This is an optimization exercise on Yosys and OpenROAD, whose aim is small area, a short achievable clock period and few clock cycles, not a production implementation. The RTL was checked by simulation tests, not by an equivalence proof against the original design. No activity file was given, so power comes from the tool's default toggle rates. The flow treats the clock pin as an ideal source, which a real chip does not have.

$ cat flow/design.v
module Freq_Counter (clock, iReset_N, SW1, iValid, iPixel, oReady, oValid, iPixel_new);
input	clock, iReset_N;
input	SW1;
input	iValid;
input	[7:0] iPixel;
output	oReady;
output reg oValid;
output reg [7:0] iPixel_new;
localparam S_CLEAR = 3'd0;		 
localparam S_COUNT = 3'd1;		 
localparam S_DRAIN = 3'd2;		 
localparam S_PASS  = 3'd3;		 
localparam S_WAIT  = 3'd4;		 
(* fsm_encoding = "none" *)
reg [2:0]  state;
reg        rdy;
reg [3:0]  ph;					 
reg [3:0]  tr;					 
reg [13:0] pixel_count;			 
reg [1:0]  drain_wait;
reg        lut_valid;
reg        v1, s1;
assign oReady = rdy;			 
wire last_left = v1 ? (pixel_count == 14'd16382) : (pixel_count == 14'd16383);
reg [7:0]  p1;
reg        v2, s2;
reg        v3;					 
reg [7:0]  q3;
reg [7:0]  p2;
reg [7:0]  a2;
reg [7:0]  tb1;					 
reg        ix_v, iy_v;			 
reg [3:0]  xr, yr;				 
reg [2:0]  xq, yq;				 
reg        x2;					 
wire [15:0] xr_1h = ix_v ? (16'd1 << xr) : 16'd0;
wire [15:0] yr_1h = iy_v ? (16'd1 << yr) : 16'd0;
wire [7:0]  xq_1h = 8'd1 << xq;
wire [7:0]  yq_1h = 8'd1 << yq;
reg        pd_v;				 
reg [7:0]  pd_p;
reg [2:0]  pd_q;
wire [3:0] pos_n = p1[3:0] - ph - 4'd1;	 
wire       y_go  = v1 & ~pos_n[0];
wire       merge = pd_v & v1 & (pd_p == p1);
reg [2047:0] tq;				 
wire [7:0]  tq_rd = tq[{a2, 3'b000} +: 8];
always @(posedge clock)
begin
	v1 <= iReset_N & iValid & (state == S_COUNT);
	s1 <= SW1;
	p1 <= iPixel;
	v2 <= iReset_N & v1;
	s2 <= s1 & lut_valid;
	p2 <= p1;
	a2 <= p1 + tb1;
	v3 <= iReset_N & v2;
	q3 <= s2 ? tq_rd : p2;
	oValid <= iReset_N & v3;
	iPixel_new <= q3;
	pd_v <= iReset_N & v1 & pos_n[0];
	pd_p <= p1;
	pd_q <= pos_n[3:1];
	ix_v <= iReset_N & pd_v;
	xr   <= pd_p[7:4];
	xq   <= pd_q;
	x2   <= merge;
	iy_v <= iReset_N & y_go & ~merge;
	yr   <= p1[7:4];
	yq   <= pos_n[3:1];
end
always @(posedge clock)
	rdy <= iReset_N && (((state == S_CLEAR || state == S_WAIT) && ph == 4'd12) ||
	                    (state == S_COUNT && !(iValid && last_left)));
always @(posedge clock)
begin
	if (!iReset_N)
	begin
		state       <= S_CLEAR;
		ph          <= 4'd13;
		pixel_count <= 14'd0;
		lut_valid   <= 1'b0;
	end
	else
	begin
		ph <= ph + 4'd1;
		if (v1)
			pixel_count <= pixel_count + 14'd1;
		if (ph == 4'd15)
			tr <= tr + 4'd1;
		case (state)
		S_CLEAR:
			if (ph == 4'd12)
			begin
				state <= S_COUNT;
			end
		S_COUNT:
			if (iValid && last_left)
			begin
				begin
					state       <= S_DRAIN;
					drain_wait  <= 2'b11;
				end
			end
		S_DRAIN:
		begin
			drain_wait <= {drain_wait[0], 1'b0};
			tr <= 4'd0;
			if (ph == 4'd15 && drain_wait == 2'b00)
				state <= S_PASS;
		end
		S_PASS:
			if (ph == 4'd15 && tr == 4'd15)
				state <= S_WAIT;
		S_WAIT:
			if (ph == 4'd12)
			begin
				state     <= S_COUNT;
				lut_valid <= 1'b1;
			end
		default:
			state <= S_CLEAR;
		endcase
	end
end
wire [16*12-1:0] head_q;		 
wire [15:0]      head_ovf;		 
wire             sweep_en = (state == S_COUNT) || (state == S_DRAIN) || (state == S_WAIT);
genvar r, j;
generate
for (r = 0; r < 16; r = r + 1)
begin : ring
	reg  [12*16-1:0] q;
	wire [12*16-1:0] d;
	wire clr = (state == S_CLEAR) || (state == S_PASS && tr == r);
	wire swp = sweep_en && (tr == r);
	for (j = 0; j < 16; j = j + 1)
	begin : pos
		wire       o  = q[12*j + 11];
		wire       c  = q[12*j + 10];
		wire [5:0] hi = q[12*j + 4 +: 6];
		wire [3:0] lo = q[12*j +: 4];
		wire [4:0] lo_n;
		if (j % 2 == 0)
		begin : inc
			wire ex = xr_1h[r] & xq_1h[j/2];
			wire ey = yr_1h[r] & yq_1h[j/2];
			wire e1 = (ex & ~x2) | ey;
			wire e2 = ex & x2;
			wire k1 = (lo[0] & e1) | e2;
			wire k2 = lo[1] & k1;
			wire k3 = lo[2] & k2;
			assign lo_n = {lo[3] & k3, lo[3] ^ k3, lo[2] ^ k2, lo[1] ^ k1, lo[0] ^ e1};
		end
		else
		begin : noinc
			assign lo_n = {1'b0, lo};
		end
		if (j == 0)
		begin : head
			wire [6:0] hi_n = {1'b0, hi} + {6'd0, c};
			wire       o_n  = o | hi_n[6];
			assign d[12*15 +: 12] = clr ? 12'd0 : {o_n & ~swp, lo_n[4], hi_n[5:0], lo_n[3:0]};
			assign head_q[12*r +: 12] = q[11:0];
			assign head_ovf[r] = o_n;
		end
		else
		begin : body
			assign d[12*(j-1) +: 12] = {o, c | lo_n[4], hi, lo_n[3:0]};
		end
	end
	always @(posedge clock)
		q <= d;
end
endgenerate
reg  [4:0]  xn;					 
reg  [7:0]  xtag [0:15];
reg  [3:0]  xext [0:15];
wire [7:0]  xkey = {tr, ph};	 
wire [15:0] xhit;
reg  [3:0]  xrd;
reg         sw_inc;				 
reg  [3:0]  sw_slot;				 
reg         sw_new;				 
reg  [7:0]  sw_key;
wire [15:0] sw_1h = 16'd1 << sw_slot;
wire [3:0]  xfree_bin = xn[3:0] + {3'd0, sw_inc & sw_new};	 
reg  [3:0]  xhit_bin;
integer k;
generate
for (r = 0; r < 16; r = r + 1)
begin : xs
	assign xhit[r] = (xn > r) && (xtag[r] == xkey);
end
endgenerate
always @(*)
begin
	xhit_bin  = 4'd0;
	for (k = 0; k < 16; k = k + 1)
		xhit_bin  = xhit_bin  | (xhit[k]     ? k[3:0] : 4'd0);
end
always @(*)
begin
	xrd = 4'd0;
	for (k = 0; k < 16; k = k + 1)
		xrd = xrd | (xhit[k] ? xext[k] : 4'd0);
end
always @(posedge clock)
begin
	sw_inc <= iReset_N && sweep_en && head_ovf[tr];
	sw_slot <= (|xhit) ? xhit_bin : xfree_bin;
	sw_new  <= ~(|xhit);
	sw_key  <= xkey;
	if (state == S_CLEAR || (state == S_PASS && tr == 4'd15 && ph == 4'd15))
		xn <= 5'd0;
	else if (sw_inc && sw_new)
		xn <= xn + 5'd1;
	for (k = 0; k < 16; k = k + 1)
	begin
		if (sw_inc && sw_1h[k] && !sw_new)
			xext[k] <= xext[k] + 4'd1;
		else if (sw_inc && sw_1h[k] && sw_new)
		begin
			xtag[k] <= sw_key;
			xext[k] <= 4'd1;
		end
	end
end
reg        rval, rfirst;			 
reg [11:0] hraw;
reg [3:0]  hext;
reg        hval, hfirst;			 
reg [13:0] hcnt;
reg        found;
reg [13:0] Dn;					 
reg [13:0] N;
reg        nval, nfirst;
reg [21:0] X;
reg        xval, xfirst;
wire [6:0] hraw_hi = {1'b0, hraw[9:4]} + {6'd0, hraw[10]};
always @(posedge clock)
begin
	rval   <= iReset_N && state == S_PASS;
	rfirst <= (tr == 4'd0) && (ph == 4'd0);
	hraw   <= head_q[12*tr +: 12];
	hext   <= xrd;
	hval   <= iReset_N & rval;
	hfirst <= rfirst;
	hcnt   <= {hext + {3'd0, hraw[11]} + {3'd0, hraw_hi[6]}, hraw_hi[5:0], hraw[3:0]};
	nval   <= iReset_N & hval;
	nfirst <= hfirst;
	if (hval)
	begin
		if (hfirst || !found)
		begin
			found <= (hcnt != 14'd0);
			Dn    <= (hcnt == 14'd0) ? 14'd0 : hcnt - 14'd1;
			N     <= 14'd0;
		end
		else
			N <= N + hcnt;
	end
	xval   <= iReset_N & nval;
	xfirst <= nfirst;
	X      <= {N, 8'd0} - {8'd0, N};
end
function [14:0] csub(input [14:0] a, input [13:0] dn);
	reg [15:0] g, p;
	integer i, l, k;
	begin
		g[0] = 1'b1;				 
		p[0] = 1'b0;
		for (i = 0; i < 15; i = i + 1)
		begin
			g[i+1] = a[i] & ((i < 14) ? dn[i] : 1'b1);
			p[i+1] = a[i] ^ ((i < 14) ? dn[i] : 1'b1);
		end
		csub[13:0] = p[14:1];
		for (l = 0; l < 4; l = l + 1)
			for (i = 0; i < 16; i = i + 1)
				if ((i >> l) & 1)
				begin
					k = ((i >> l) << l) - 1;
					g[i] = g[i] | (p[i] & g[k]);
					p[i] = p[i] & p[k];
				end
		csub[13:0] = csub[13:0] ^ g[13:0];
		csub[14]   = g[15];
	end
endfunction
generate
for (j = 7; j >= 0; j = j - 1)
begin : dv
	wire [j+14:0] xin;			 
	wire          vin, fin;
	wire [14:0]   top = xin[j+14:j];
	wire [14:0]   cs  = csub(top, Dn);
	wire          ge  = cs[14];
	wire [13:0]   sub = cs[13:0];
	wire [j+13:0] xout;			 
	if (j > 0)
	begin : lowbits
		assign xout = {ge ? sub : top[13:0], xin[j-1:0]};
	end
	else
	begin : nolow
		assign xout = ge ? sub : top[13:0];
	end
	if (j == 7)
	begin : first
		assign xin = X;
		assign vin = xval;
		assign fin = xfirst;
	end
	else
	begin : next
		assign xin = dv[j+1].xo;
		assign vin = dv[j+1].vo;
		assign fin = dv[j+1].fo;
	end
	wire [j+13:0] xo;
	wire          qo, vo, fo;
	if (j > 0)
	begin : r
		reg [j+13:0] xr;
		reg          qr, vr, fr;
		always @(posedge clock)
		begin
			xr <= xout; qr <= ge; vr <= iReset_N & vin; fr <= fin;
		end
		assign xo = xr; assign qo = qr; assign vo = vr; assign fo = fr;
	end
	else
	begin : w
		assign xo = xout; assign qo = ge; assign vo = vin; assign fo = fin;
	end
end
endgenerate
wire       t_we    = dv[0].vo;
wire       t_first = dv[0].fo;
reg [2047:0] tq_n;
always @(*)
begin
	tq_n = {tq[7:0], tq[2047:8]};
	if (dv[0].vo) tq_n[8*255 + 0] = dv[0].qo;
	if (dv[1].vo) tq_n[8*255 + 1] = dv[1].qo;
	if (dv[2].vo) tq_n[8*0 + 2]   = dv[2].qo;
	if (dv[3].vo) tq_n[8*1 + 3]   = dv[3].qo;
	if (dv[4].vo) tq_n[8*2 + 4]   = dv[4].qo;
	if (dv[5].vo) tq_n[8*3 + 5]   = dv[5].qo;
	if (dv[6].vo) tq_n[8*4 + 6]   = dv[6].qo;
	if (dv[7].vo) tq_n[8*5 + 7]   = dv[7].qo;
end
always @(posedge clock)
begin
	tq  <= tq_n;
	tb1 <= (t_we && t_first) ? 8'd254 : tb1 - 8'd1;
end
endmodule
$ cat flow/flow/run.sh
#!/bin/bash
set -euo pipefail
ARGS=(SETUP_SLACK_MARGIN=7.5
  "BUFFER_PORTS_ARGS=-buffer_cell sky130_fd_sc_hd__buf_4"
  "CTS_ARGS=-sink_clustering_enable -repair_clock_nets -sink_clustering_size 30 -sink_clustering_max_diameter 80 -dont_use_dummy_load")
bash standard.sh "${ARGS[@]}" place > standard_place.log 2>&1
PLACE_ODB=$(pwd)/orfs/results/sky130hd/Freq_Counter/base/3_place.odb openroad -no_init -exit flow/pull_outputs.tcl > pull_outputs.log 2>&1
bash standard.sh "${ARGS[@]}" finish > standard_finish.log 2>&1
$ cat flow/flow/pull_outputs.tcl
# Move each output port's driving flip-flop next to the port's output buffer,
# then legalize. Reads and writes the placed design given in PLACE_ODB.
read_db $::env(PLACE_ODB)
set block [ord::get_db_block]
set moved 0
foreach bterm [$block getBTerms] {
  if {[$bterm getIoType] ne "OUTPUT"} { continue }
  set net [$bterm getNet]
  set buf ""
  foreach it [$net getITerms] { if {[$it isOutputSignal]} { set buf [$it getInst] } }
  if {$buf eq ""} { continue }
  set in ""
  foreach it [$buf getITerms] { if {[$it isInputSignal]} { set in [$it getNet] } }
  if {$in eq ""} { continue }
  set ff ""
  set nload 0
  foreach it [$in getITerms] {
    if {[$it isOutputSignal]} { set ff [$it getInst] } else { incr nload }
  }
  if {$ff eq "" || $nload != 1} { continue }
  if {![[$ff getMaster] isSequential]} { continue }
  set loc [$buf getLocation]
  $ff setLocation [lindex $loc 0] [lindex $loc 1]
  $ff setPlacementStatus PLACED
  incr moved
  puts "moved [$ff getName] next to [$buf getName]"
}
puts "moved $moved flip-flops"
detailed_placement
check_placement -verbose
write_db $::env(PLACE_ODB)
$ cat flow/standard.sh
#!/bin/bash
# synth_recipe.tcl (not shown) runs the flow's synth.tcl, then flattens the netlist and writes it again
# the make line also repeats each setting of config.mk as NAME=value (left out here)
make -C /OpenROAD-flow-scripts/flow DESIGN_CONFIG=/design/flow/config.mk WORK_HOME=/design/flow/orfs CLKGATE_MAP_FILE= SYNTH_SCRIPT=/design/flow/synth_recipe.tcl "${@:-finish}"
$ cat flow/config.mk
export PLATFORM = sky130hd
export DESIGN_NAME = Freq_Counter
export DESIGN_NICKNAME = Freq_Counter
export VERILOG_FILES = /design/flow/design.v
export SDC_FILE = /design/flow/constraint.sdc
export NUM_CORES = 8
export LEC_CHECK = 0
export ABC_CLOCK_PERIOD_IN_PS = 3500
export CAP_MARGIN = 20
export CORE_MARGIN = 2
export CORE_UTILIZATION = 70
export SLEW_MARGIN = 20
$ cat flow/constraint.sdc
create_clock -name core_clock -period 11.0 [get_ports {clock}]
set_input_delay 2.2000 -clock core_clock [delete_from_list [all_inputs] [get_ports {clock}]]
set_output_delay 2.2000 -clock core_clock [all_outputs]
set_load 0.01 [all_outputs]
==> flow_summary.yaml, run 1 <==
route:
  drc: 0
  vias: 74000
  first_iter_violations: 4621
  routed_via_density: 5.63
  wl_per_cell_um: 21.9
  drt_wl_total_um: 288000
  firstDrtPassIters: 6
  ant_nets: 0
clock_tree:
  htreeDepth: 4
  max-clock-path-buffers: 3
  cts_made_buffers: 211
  clk_pin_slew_worst_paths_ns: 0.10
  cts_tree: "built"
  worstSkewPairLatency_ns: 0.93
  root_buffer: "clkbuf_16"
  cts.sink_count: 5664
final_layout:
  layout_common_cells: "dfxtp_1 (5422), ha_1 (720), mux4_2 (537)"
  design_area_mm2: 0.167
  instances_no_fill: 13100
  drive_above_1_share_pct: 11.7
  area_delta_synth_final_pct: 5.73
  fin_nets: 10900
  final_util_pct: 74.3
  num-fill-cells: 14000
  final_common_cell: "dfxtp_1"
synth:
  synth-seq-cells: 5664
  ys.flop_type: "dfxtp_1"
  yosysWarnings: 3
  syn-num-nets: 10900
  synth_cells: 10100
  async_reset_ff_share_pct: 0
  ys_seq_area_share_pct: 73.2
  synth_area_per_cell_um2: 15.6
  synthDistinctLibCells: 74
  synth_area_mm2: 0.158
  synth-edff-count: 227
sta:
  rsz0062_at_grt: "true"
  finalHoldViolCount: 0
  slew_headroom_pct: 10.6
  min_period_ns: 3.53
  fmax_mhz: 283
  whs_ns: 0.268
  tns_ns: 0
  setup_ws_ns: 7.47
  slew_viol_final: 0
  setup_viol: 0
  period_share_pct: 32.1
  skew_ns: 0.0784
  worst_pin_slew_ns: 1.34
global_route:
  grt_max_degree: 140
  grt_pass1_vias: 76400
  grt_antenna_before_repair: 6
  grt_usage_pct: 25.2
  grt_pass1_wl_um: 443000
  overflow: 0
placed_design:
  dp_cells: 12900
  globalplace.congestion: 0.871
  dpl_worst_slack_ns: 6.36
  placed_area_mm2: 0.161
  port_buffers: 21
  dp_hpwl_um: 188000
worst_setup_path:
  slowest_delay_ns: 0.33
  crit_chain: "buf_6"
  criticalPathCategory: "register to output pin"
  crit_arrival_ns: 1.33
  required_ns: 8.80
  worstSetupEndpointType: "output pin"
  crit_buf_inv: 1
  critPathSlowestCell: "dfxtp_2"
  crit_fanout: 1
  cp-start-kind: "register"
  cp_top_family: "flip-flops"
floorplanning:
  fp.dieW_um: 479
  ios: 22
  core_area_mm2: 0.225
  start_util_pct: 70.3
  die_y_um: 479
  die_area_mm2: 0.229
  num_rows: 174
min_path:
  hp-class: "register to register"
power_and_ir_drop:
  power.density_mw_per_mm2: 188
  ir_drop_mv: 0.218
  totalPowerFinal_mw: 31.5
  leakagePower_nw: 67.9
run_status:
  status: "no timing/DRC/antenna violations"
run:
  drv_cap: 0
[sequential cells by signal, summed over array words and instances (netlist names), 22 cells and up]
| register | cells |
|---|---|
| X | 22 |
| xext | 64 |
| ring.q | 3072 |
| xtag | 128 |
| dv.r.xr | 126 |
| tq | 2048 |
[kinds of logic (layout without fill, tap and decap cells)]
| kind of cell | count (synthesis) | count (layout) | synth area share (%) |
|---|---|---|---|
| compound gates | 868 | 868 | 3.67 |
| xor+xnor | 367 | 367 | 2.03 |
| fa+ha+maj | 745 | 745 | 6.02 |
| buf+inv | 421 | 420 | 1.24 |
| flops | 5664 | 5664 | 73.2 |
| mux | 845 | 845 | 9.70 |
| other cells | 0 | 6 | 0 |
| simple gates | 1234 | 1234 | 4.12 |
[where the power goes]
part / switching [mW] / internal, mW
registers: 0.173 / 20.8
clock network: 5.55 / 3.45
logic: 0.911 / 0.606
total: 6.64 / 24.8
[final timing paths]
path / to / slack [ns] / cells past startpoint / from
max: iPixel_new[4] / 7.47 / 1 / iPixel_new[4]
min: ring[14].q[31] / 0.27 / 0 / ring[14].q[43]
max reg2reg: q3[2] / 7.59 / 9 / a2[6]
min reg2reg: ring[14].q[31] / 0.27 / 0 / ring[14].q[43]
[Yosys cell counts (12+ instances only)]
cell type | number | share of area, %
nor4_1 | 34 | 0.13
nand2b_1 | 48 | 0.19
a2111oi_0 | 13 | 0.072
nand4_1 | 42 | 0.17
mux4_2 | 537 | 7.7
a221oi_1 | 12 | 0.067
ha_1 | 720 | 5.7
and3_1 | 27 | 0.11
inv_1 | 75 | 0.18
a22oi_1 | 17 | 0.081
a211oi_1 | 59 | 0.28
fa_1 | 25 | 0.32
and2_1 | 71 | 0.28
buf_2 | 84 | 0.27
nand2_1 | 171 | 0.41
o211ai_1 | 22 | 0.10
dfxtp_1 | 5437 | 69
or2_2 | 126 | 0.50
o22ai_1 | 199 | 0.79
o21ai_0 | 114 | 0.36
o221ai_1 | 32 | 0.18
a22o_1 | 24 | 0.13
or3_1 | 33 | 0.13
clkbuf_1 | 181 | 0.43
o31a_1 | 14 | 0.078
buf_4 | 34 | 0.16
nor3_1 | 71 | 0.22
mux2_2 | 119 | 0.85
nor2b_1 | 154 | 0.61
buf_1 | 25 | 0.059
xnor2_1 | 196 | 1.1
xor2_1 | 171 | 0.95
nor3b_1 | 18 | 0.086
a21o_1 | 76 | 0.36
nor2_1 | 267 | 0.63
nand3_1 | 125 | 0.40
o21bai_1 | 69 | 0.33
buf_6 | 20 | 0.14
mux2i_1 | 189 | 1.2
edfxtp_1 | 227 | 4.3
a21oi_1 | 137 | 0.43
or4_1 | 15 | 0.071
o21a_1 | 18 | 0.086
[final cells by class]
| type | count | area, um2 | share of cell area [%] |
|---|---|---|---|
| Clock buffer | 211 | 5280 | 3.16 |
| Sequential cell | 5664 | 116000 | 69.3 |
| Timing Repair Buffer | 133 | 1500 | 0.897 |
| Tap cell | 2992 | 3740 | 2.24 |
| Multi-Input combinational cell | 4059 | 40500 | 24.3 |
| Antenna cell | 6 | 15.0 | 0.00899 |
| Inverter | 76 | 285 | 0.171 |
[metal layers]
layer	up-vias	GRT usage (%)	part of all wire [%]
met3	462	3.11	4.2
met2	1468	41.6	47
met4	2	7.70	3.0
met1	36900	35.1	45
met5	-	0	0.0045
li1	35100	-	-
[what timing repair did]
| item | 4_1_cts | 5_1_grt |
|---|---|---|
| gates resized for setup | 55 | 9 |
| hold buffers | 0 | 0 |
| setup buffers | 15 | 14 |
| pin swaps | 2 | 4 |
| cloned | 4 | 0 |
| endpoints found under the setup margin | 108 | 107 |
Testbench counts, summed over its fixed seeds: cycles 664,224.
==> inputs of run 2 (changes only) <==
==> flow/flow/run.sh (replaced) <==
#!/bin/bash
set -euo pipefail
ARGS=(SETUP_SLACK_MARGIN=7.5
  "BUFFER_PORTS_ARGS=-buffer_cell sky130_fd_sc_hd__buf_4"
  "CTS_ARGS=-sink_clustering_enable -repair_clock_nets -sink_clustering_size 34 -sink_clustering_max_diameter 60 -dont_use_dummy_load")
bash standard.sh "${ARGS[@]}" place > standard_place.log 2>&1
PLACE_ODB=$(pwd)/orfs/results/sky130hd/Freq_Counter/base/3_place.odb openroad -no_init -exit flow/pull_outputs.tcl > pull_outputs.log 2>&1
bash standard.sh "${ARGS[@]}" finish > standard_finish.log 2>&1
==> flow_summary.yaml, run 2 <==
clock_tree:
  cts_hold_buf: 0
  cts.sink_count: 5664
  clk_pin_slew_worst_paths_ns: 0.12
  cts_made_buffers: 218
  worstSkewPairLatency_ns: 0.91
  htreeDepth: 4
  max-clock-path-buffers: 3
  cts_tree: "built"
  root_buffer: "clkbuf_16"
synth:
  ys_seq_area_share_pct: 73.2
  synthTopCellsByArea: "dfxtp_1 (69%), mux4_2 (7.7%), ha_1 (5.7%), edfxtp_1 (4.3%), mux2i_1 (1.2%)"
  yosysTopAreaCellShare_pct: 68.9
  synth_cells: 10100
  synth_common_cells: "dfxtp_1 (5437), ha_1 (720), mux4_2 (537), nor2_1 (267), edfxtp_1 (227)"
  syn-num-nets: 10900
  synth_area_per_cell_um2: 15.6
  synthDistinctLibCells: 74
  synth_top_area_cell: "dfxtp_1"
  ys.flop_type: "dfxtp_1"
  synth_area_mm2: 0.158
  synth-edff-count: 227
  synthMostInstantiatedCell: "dfxtp_1"
  yosysWarnings: 3
  async_reset_ff_share_pct: 0
  synth-seq-cells: 5664
sta:
  rsz0062_at_grt: "true"
  slew_headroom_pct: 12.7
  fmax_mhz: 282
  tns_ns: 0
  min_period_ns: 3.55
  worst_pin_slew_ns: 1.31
  setup_viol: 0
  slew_viol_final: 0
  period_share_pct: 32.2
  skew_ns: 0.0683
  finalHoldViolCount: 0
route:
  drc: 0
  first_iter_violations: 4664
  firstDrtPassIters: 5
  wl_per_cell_um: 21.9
  routed_via_density: 5.62
  drt_wl_total_um: 287000
  ant_nets: 0
  vias: 73900
worst_setup_path:
  cp-start-kind: "register"
  r2r_cells: 9
  worstSetupEndpointType: "output pin"
  timing.rr.start: "yr[1]"
  critPathSlowestCell: "dfxtp_2"
  path_depth: 1
  startpoint: "iPixel_new[0]"
  crit_arrival_ns: 1.35
  crit_chain: "buf_6"
  reg2reg_to: "ring[2].q[63]"
  r2r_setup_slack_ns: 7.51
  crit_buf_inv: 1
  cp_top_family: "flip-flops"
  endpoint: "iPixel_new[0]"
  criticalPathCategory: "register to output pin"
  required_ns: 8.80
  slowest_delay_ns: 0.34
  crit_fanout: 1
power_and_ir_drop:
  leakagePower_nw: 68.0
  power.density_mw_per_mm2: 189
  totalPowerFinal_mw: 31.6
  ir_drop_mv: 0.240
min_path:
  hp-class: "register to register"
global_route:
  grt_pass1_wl_um: 443000
  grt_max_degree: 140
  overflow: 0
  grt_antenna_before_repair: 7
  grt_usage_pct: 25.2
  grt_pass1_vias: 76400
placed_design:
  globalplace.congestion: 0.871
  port_buffers: 21
  dp_cells: 12900
  dp_hpwl_um: 188000
final_layout:
  final_util_pct: 74.4
  fin_nets: 10900
  drive_above_1_share_pct: 11.7
  reg_top3: "ring.q (3072), tq (2048), xtag (128)"
  layout_common_cells: "dfxtp_1 (5421), ha_1 (720), mux4_2 (537)"
  area_delta_synth_final_pct: 5.82
  top_register: "ring.q"
  final_common_cell: "dfxtp_1"
  instances_no_fill: 13100
  largest_reg_flops: 3072
floorplanning:
  die_y_um: 479
  num_rows: 174
  fp.dieW_um: 479
  die_area_mm2: 0.229
  core_area_mm2: 0.225
  start_util_pct: 70.3
  ios: 22
run:
  drv_cap: 0
run_status:
  status: "no timing/DRC/antenna violations"
[run 2: cell counts after synthesis]
Identical to the previous run, type by type.
[run 2: layer usage]
| layer | up-vias | GRT usage, % | routed length (um) |
|---|---|---|---|
| met5 | - | 0 | 19 |
| met4 | 4 | 7.44 | 8560 |
| met3 | 478 | 3.37 | 12100 |
| met2 | 1400 | 41.9 | 137000 |
| met1 | 36900 | 34.9 | 130000 |
| li1 | 35200 | - | - |
[run 2: repair_timing]
item                       CTS  global route
setup endpoints to repair  101            94
gates resized for setup     55            11
buffers inserted            15             9
gates cloned                 4             0
pin swaps                    2             3
[run 2: report_power, final]
part,total (mW),internal (mW),switching (mW)
clock network,9.12,3.55,5.57
logic,1.52,0.602,0.916
registers,21.0,20.8,0.172
[run 2: layout make-up]
| cell class | count | area (um2) |
|---|---|---|
| Sequential cell | 5664 | 116000 |
| Timing Repair Buffer | 127 | 1470 |
| Inverter | 76 | 285 |
| Fill cell | 14000 | 57500 |
| Multi-Input combinational cell | 4059 | 40500 |
| Tap cell | 2992 | 3740 |
| Antenna cell | 4 | 10.0 |
| Clock buffer | 218 | 5460 |
[run 2: how the worst min path moves through the flow]
stage | to | start | slack [ns] | cells after the start
6_report | ring[8].q[125] | ring[8].q[137] | 0.28 | 0
5_1_grt | ring[15].q[45] | ring[15].q[57] | 0.28 | 0
4_1_cts | ring[14].q[55] | ring[14].q[67] | 0.27 | 0
3_5_place_dp | ring[10].q[105] | ring[10].q[117] | 0.31 | 0
3_3_place_gp | ring[3].q[102] | ring[3].q[114] | 0.31 | 0
2_1_floorplan | dv[1].r.fr | dv[2].r.fr | 0.31 | 0
[run 2: cell families (layout without fill, tap and decap cells)]
kind of cell	after synthesis	in the layout	share of synthesized area [%]
DFF	5664	5664	73.2
and+or+nand+nor	1234	1234	4.12
AOI/OAI and AO/OA	868	868	3.67
muxes	845	845	9.70
adders and majority gates	745	745	6.02
buffers and inverters	421	421	1.24
xor gates and xnor gates	367	367	2.03
other	0	4	0
[run 2: metrics by stage]
step           hold slack [ns]  setup WS (ns)  instance area, um2
2_1_floorplan            0.310           7.82              158000
3_3_place_gp             0.310           6.40              161000
3_5_place_dp             0.312           6.36              161000
4_1_cts                  0.274           7.37              167000
5_1_grt                  0.279           7.40              167000
6_report                 0.283           7.45              167000

==> afterwards: timing with drivers on the ports <==
The results above use ideal ports. As a check the final layouts listed here were re-extracted and re-timed, cells and wires unchanged.
Step 1 assumes that a clkbuf_16 drives the clock port and a buf_2 every other input.
Step 2 times the ports against the registers' clock, not the clock port: input delays grow and output delays shrink by t, the midpoint of the rising clock arrivals with the driver on.
Slacks: ideal ports / drivers / drivers and shift; pairs: ideal ports / drivers.
run | shift t [ns] | setup slack, ns | worst data-port slew with drivers (ns)
run 1 | 0.963 | 7.470 / 7.383 / 7.169 | 0.07
run 2 | 0.960 | 7.454 / 7.364 / 7.212 | 0.07
After both steps setup and hold are still met in every run listed. For run 1, which loses most, drivers alone change the setup slack by -0.087 ns; drivers and shift together by -0.301 ns.
